This is an optimization exercise on Yosys and OpenROAD, whose aim is small area, not a production implementation. The RTL was checked by simulation tests, not by an equivalence proof against the original design. No activity file was given, so power comes from the tool's default toggle rates.

## DPA
module DPA (clk,reset,IM_A, IM_Q,IM_D,IM_WEN,CR_A,CR_Q);
input clk;
input reset;
output [19:0] IM_A;
input [23:0] IM_Q;
output [23:0] IM_D;
output IM_WEN;
output [8:0] CR_A;
input [12:0] CR_Q;
genvar k;
reg [2:0] ph;
reg [18:0] hi;
reg [1:0] pno;
reg [19:0] fb, pa;
reg sz128, sz256;
reg [5:0] sec, min;
reg [4:0] hour;
reg [29:0] acc;
reg pb;
wire ph0 = (ph == 3'd0);
wire ph1 = (ph == 3'd1);
wire ph2 = (ph == 3'd2);
wire ph3 = (ph == 3'd3);
wire ph4 = ph[2];
wire [19:0] hc;
wire [18:0] hn;
assign hc[0] = 1'b1;
generate for (k = 0; k < 19; k = k + 1) begin : hinc
	assign hn[k] = hi[k] ^ hc[k];
	assign hc[k+1] = hi[k] & hc[k];
end endgenerate
wire wrap = hc[19];
wire init = ~(hi[18] | hi[17] | hi[16]);
wire hdr  = (hi[18:12] == 7'd30);
wire clk1 = (hi[18:12] == 7'd31);
wire clk2 = (hi[18:12] == 7'd80);
wire clkd = clk1 | clk2;
wire pass = ~hi[18] & hi[17] & ~hi[15];
wire first = ~hi[16];
wire rl = wrap | init;
wire [18:0] hload = {hn[18:17], hn[16:13] | {4{rl}}, hn[12:11], hn[10] | rl, hn[9], hn[8:7] | {2{rl}}, hn[6:0]};
always @(posedge clk or posedge reset)
	if (reset) begin
		ph <= 3'd0;
		hi <= 19'd0;
	end else begin
		ph <= {ph3, ph2 | (ph1), ph0 | ph2};
		if (ph4) hi <= hload;
	end
wire [1:0] pnext = {pno[1] ^ pno[0], ~pno[0]};
wire plast = ({pno == 2'd3, pnext} == IM_Q[2:0]);
always @(posedge clk or posedge reset)
  ...
Size in the first run: roughly 630 cells after synthesis, about 0.0071 sq mm of cells after synthesis.
Settings: LEC_CHECK=0, CAP_MARGIN=20, CORE_MARGIN=2, CORE_UTILIZATION=55, CTS_BUF_LIST=sky130_fd_sc_hd__clkbuf_4, CTS_CLUSTER_SIZE=20, GPL_TIMING_DRIVEN=0, SLEW_MARGIN=20; clock period 10.0 ns.
standard.sh (not shown) runs the stock make flow with config.mk's settings and CLKGATE_MAP_FILE= SYNTH_SCRIPT=/design/flow/synth_recipe.tcl, a recipe that flattens the netlist after the stock synthesis.
==> flow/flow/run.sh <==
#!/bin/bash
# The standard layout with three changes:
#  - the combinational part of the standard synthesis is re-mapped with a
#    stronger ABC area script (flow/remap.sh; registers untouched),
#  - ports are buffered with buf_1 instead of the default buffer,
#  - clock tree with clkbuf_4 and no dummy loads.
set -euo pipefail
W=$(pwd)
export BUFFER_PORTS_ARGS="-buffer_cell sky130_fd_sc_hd__buf_1"
export CTS_ARGS="-sink_clustering_enable -repair_clock_nets -buf_list sky130_fd_sc_hd__clkbuf_4 -sink_clustering_size 20 -dont_use_dummy_load"
bash standard.sh synth > "$W/flow_synth.log" 2>&1
R=$W/orfs/results/sky130hd/DPA/base
LIB=$FLOW_HOME/platforms/sky130hd/lib/sky130_fd_sc_hd__tt_025C_1v80.lib
if [[ -x $FLOW_HOME/../tools/install/yosys/bin/yosys ]]; then
  export YOSYS=$FLOW_HOME/../tools/install/yosys/bin/yosys
fi
cp "$R/1_2_yosys.v" "$W/synth_standard.v"
mkdir -p "$W/remap"
bash "$W/flow/remap.sh" "$W/synth_standard.v" "$W/remap/remapped.v" "$LIB" "$W/remap" > "$W/flow_remap.log" 2>&1
cp "$W/remap/remapped.v" "$R/1_2_yosys.v"
rm -f "$R/1_synth.odb" "$R/1_synth.sdc"
bash standard.sh > "$W/flow_layout.log" 2>&1
Other scripts of this flow, unchanged in this note and not shown: flow/flow/remap.sh
The first run produced a layout that fails on setup timing.
Edit:
CORE_UTILIZATION = 40   (was 55)
GPL_TIMING_DRIVEN = not set   (was 0)
Result: The new run finished clean. Worst setup slack is better by 0.44 ns. Fmax rises by a few percent. Global-route usage fell by 7.6 points. Area after synthesis does not change. Critical path depth grows by 1. Total power stays flat. Hold slack stays flat. Clock-buffer cell count stays the same. Core utilization falls by 17 points.
Edit:
--- a/flow/flow/run.sh
+++ b/flow/flow/run.sh
@@ -9,3 +9,3 @@
 export BUFFER_PORTS_ARGS="-buffer_cell sky130_fd_sc_hd__buf_1"
-export CTS_ARGS="-sink_clustering_enable -repair_clock_nets -buf_list sky130_fd_sc_hd__clkbuf_4 -sink_clustering_size 20 -dont_use_dummy_load"
+export CTS_ARGS="-sink_clustering_enable -repair_clock_nets -buf_list sky130_fd_sc_hd__clkbuf_16 -sink_clustering_size 60 -dont_use_dummy_load"
 bash standard.sh synth > "$W/flow_synth.log" 2>&1
What happened:
- The new run produced a clean layout
- clock-buffer cell count is unchanged
- global-route usage goes up by 0.28 points
- design area increases by 3.5%
- wire length grows by 1.7%
- total power rises by 22%
- flip-flop and latch count does not change
- final cell count hardly moves
- first-iteration DRC count falls by 6.0%
- combinational power is about the same
- setup slack degrades by 0.074 ns
- synthesized area is unchanged
Edit:
--- a/flow/flow/run.sh
+++ b/flow/flow/run.sh
@@ -9,3 +9,3 @@
 export BUFFER_PORTS_ARGS="-buffer_cell sky130_fd_sc_hd__buf_1"
-export CTS_ARGS="-sink_clustering_enable -repair_clock_nets -buf_list sky130_fd_sc_hd__clkbuf_16 -sink_clustering_size 60 -dont_use_dummy_load"
+export CTS_ARGS="-sink_clustering_enable -repair_clock_nets -buf_list sky130_fd_sc_hd__clkbuf_8 -sink_clustering_size 30 -sink_clustering_max_diameter 60 -dont_use_dummy_load"
 bash standard.sh synth > "$W/flow_synth.log" 2>&1
Outcome: Total power came out lower by roughly a tenth; hold slack hardly moves; clock-buffer cell count is unchanged; area after synthesis stays the same; clock power shrinks by a quarter to a third; cell count barely changes; non-clock buffer count went up by 1; cell area falls by a few percent; first-iteration DRC count goes up by about a fifth; wire length falls slightly; setup slack improved by 0.031 ns.

---

== run D ==
Another version of the RTL of DPA (not shown whole).
For scale: roughly 660 cells after synthesis.
Settings: LEC_CHECK=0, CAP_MARGIN=0, CORE_MARGIN=2, CORE_UTILIZATION=40, CTS_BUF_LIST=sky130_fd_sc_hd__clkbuf_4, CTS_CLUSTER_SIZE=16, PLACE_DENSITY=0.8, SLEW_MARGIN=0; clock period 10.0 ns.
==> flow/flow/run.sh <==
#!/bin/bash
# The standard layout with three changes:
#  - the combinational part of the standard synthesis is re-mapped with a
#    stronger ABC area script (flow/remap.sh; registers untouched),
#  - ports are buffered with buf_1 instead of the default buffer,
#  - clock tree with clkbuf_4 and no dummy loads.
set -euo pipefail
W=$(pwd)
export BUFFER_PORTS_ARGS="-buffer_cell sky130_fd_sc_hd__buf_1"
export CTS_ARGS="-sink_clustering_enable -repair_clock_nets -buf_list sky130_fd_sc_hd__clkbuf_4 -sink_clustering_size 16 -dont_use_dummy_load"
bash standard.sh synth > "$W/flow_synth.log" 2>&1
R=$W/orfs/results/sky130hd/DPA/base
LIB=$FLOW_HOME/platforms/sky130hd/lib/sky130_fd_sc_hd__tt_025C_1v80.lib
if [[ -x $FLOW_HOME/../tools/install/yosys/bin/yosys ]]; then
  export YOSYS=$FLOW_HOME/../tools/install/yosys/bin/yosys
fi
cp "$R/1_2_yosys.v" "$W/synth_standard.v"
mkdir -p "$W/remap"
bash "$W/flow/remap.sh" "$W/synth_standard.v" "$W/remap/remapped.v" "$LIB" "$W/remap" > "$W/flow_remap.log" 2>&1
cp "$W/remap/remapped.v" "$R/1_2_yosys.v"
rm -f "$R/1_synth.odb" "$R/1_synth.sdc"
bash standard.sh > "$W/flow_layout.log" 2>&1
Other scripts of this flow, unchanged in this note and not shown: flow/flow/remap.sh
No stage failed in run D, and the final checks on the layout all came back clean.
### run D -> run B
diff --git a/flow/config.mk b/flow/config.mk
--- a/flow/config.mk
+++ b/flow/config.mk
@@ -11,4 +11,3 @@
 export CTS_BUF_LIST = sky130_fd_sc_hd__clkbuf_4
 export CTS_CLUSTER_SIZE = 16
-export PLACE_DENSITY = 0.8
 export SLEW_MARGIN = 0
--- outcome ---
Run B closes out successfully: all stages finished, all timing, DRC and antenna checks passed.
Non-clock buffer count delta for run B relative to run D: 2 lower
Run B vs run D: routed metal-1 wire length up by a little under 10%
| routing usage on met1 | run B vs run D | 1.6 points higher |

## what the ideal ports hide
In the flow no input, the clock included, has a driving cell. The finished layouts below were timed again as built, in two steps.
Step 1 (the two cells are an assumption about what drives the block):
set clk [get_ports {clk}]
set_driving_cell -lib_cell sky130_fd_sc_hd__clkbuf_16 $clk
set_driving_cell -lib_cell sky130_fd_sc_hd__buf_2 [delete_from_list [all_inputs] $clk]
Step 2 also shifts input and output timing later by t, the mid clock arrival at the registers, as if the neighbouring blocks saw the same clock.
a / b / c = ideal ports / drivers / drivers and shift; a / b = the first two.
run	shift t [ns]	setup WS [ns]	hold slack, ns	worst register clock-pin slew, ns	pins driven straight from the clock port
the first run of note 1	0.551	-0.124 / -0.160 / 0.392	0.487 / 0.487 / 0.487	0.10 / 0.10	1
the second run of note 1	0.523	0.315 / 0.281 / 0.804	0.488 / 0.488 / 0.488	0.12 / 0.12	1
the third run of note 1	0.444	0.241 / 0.202 / 0.646	0.484 / 0.484 / 0.484	0.06 / 0.06	1
the fourth run of note 1	0.449	0.273 / 0.238 / 0.687	0.485 / 0.485 / 0.485	0.08 / 0.08	1
run D	0.541	0.416 / 0.376 / 0.917	0.489 / 0.489 / 0.489	0.12 / 0.12	1
run B	0.534	0.428 / 0.392 / 0.926	0.483 / 0.483 / 0.483	0.11 / 0.11	1
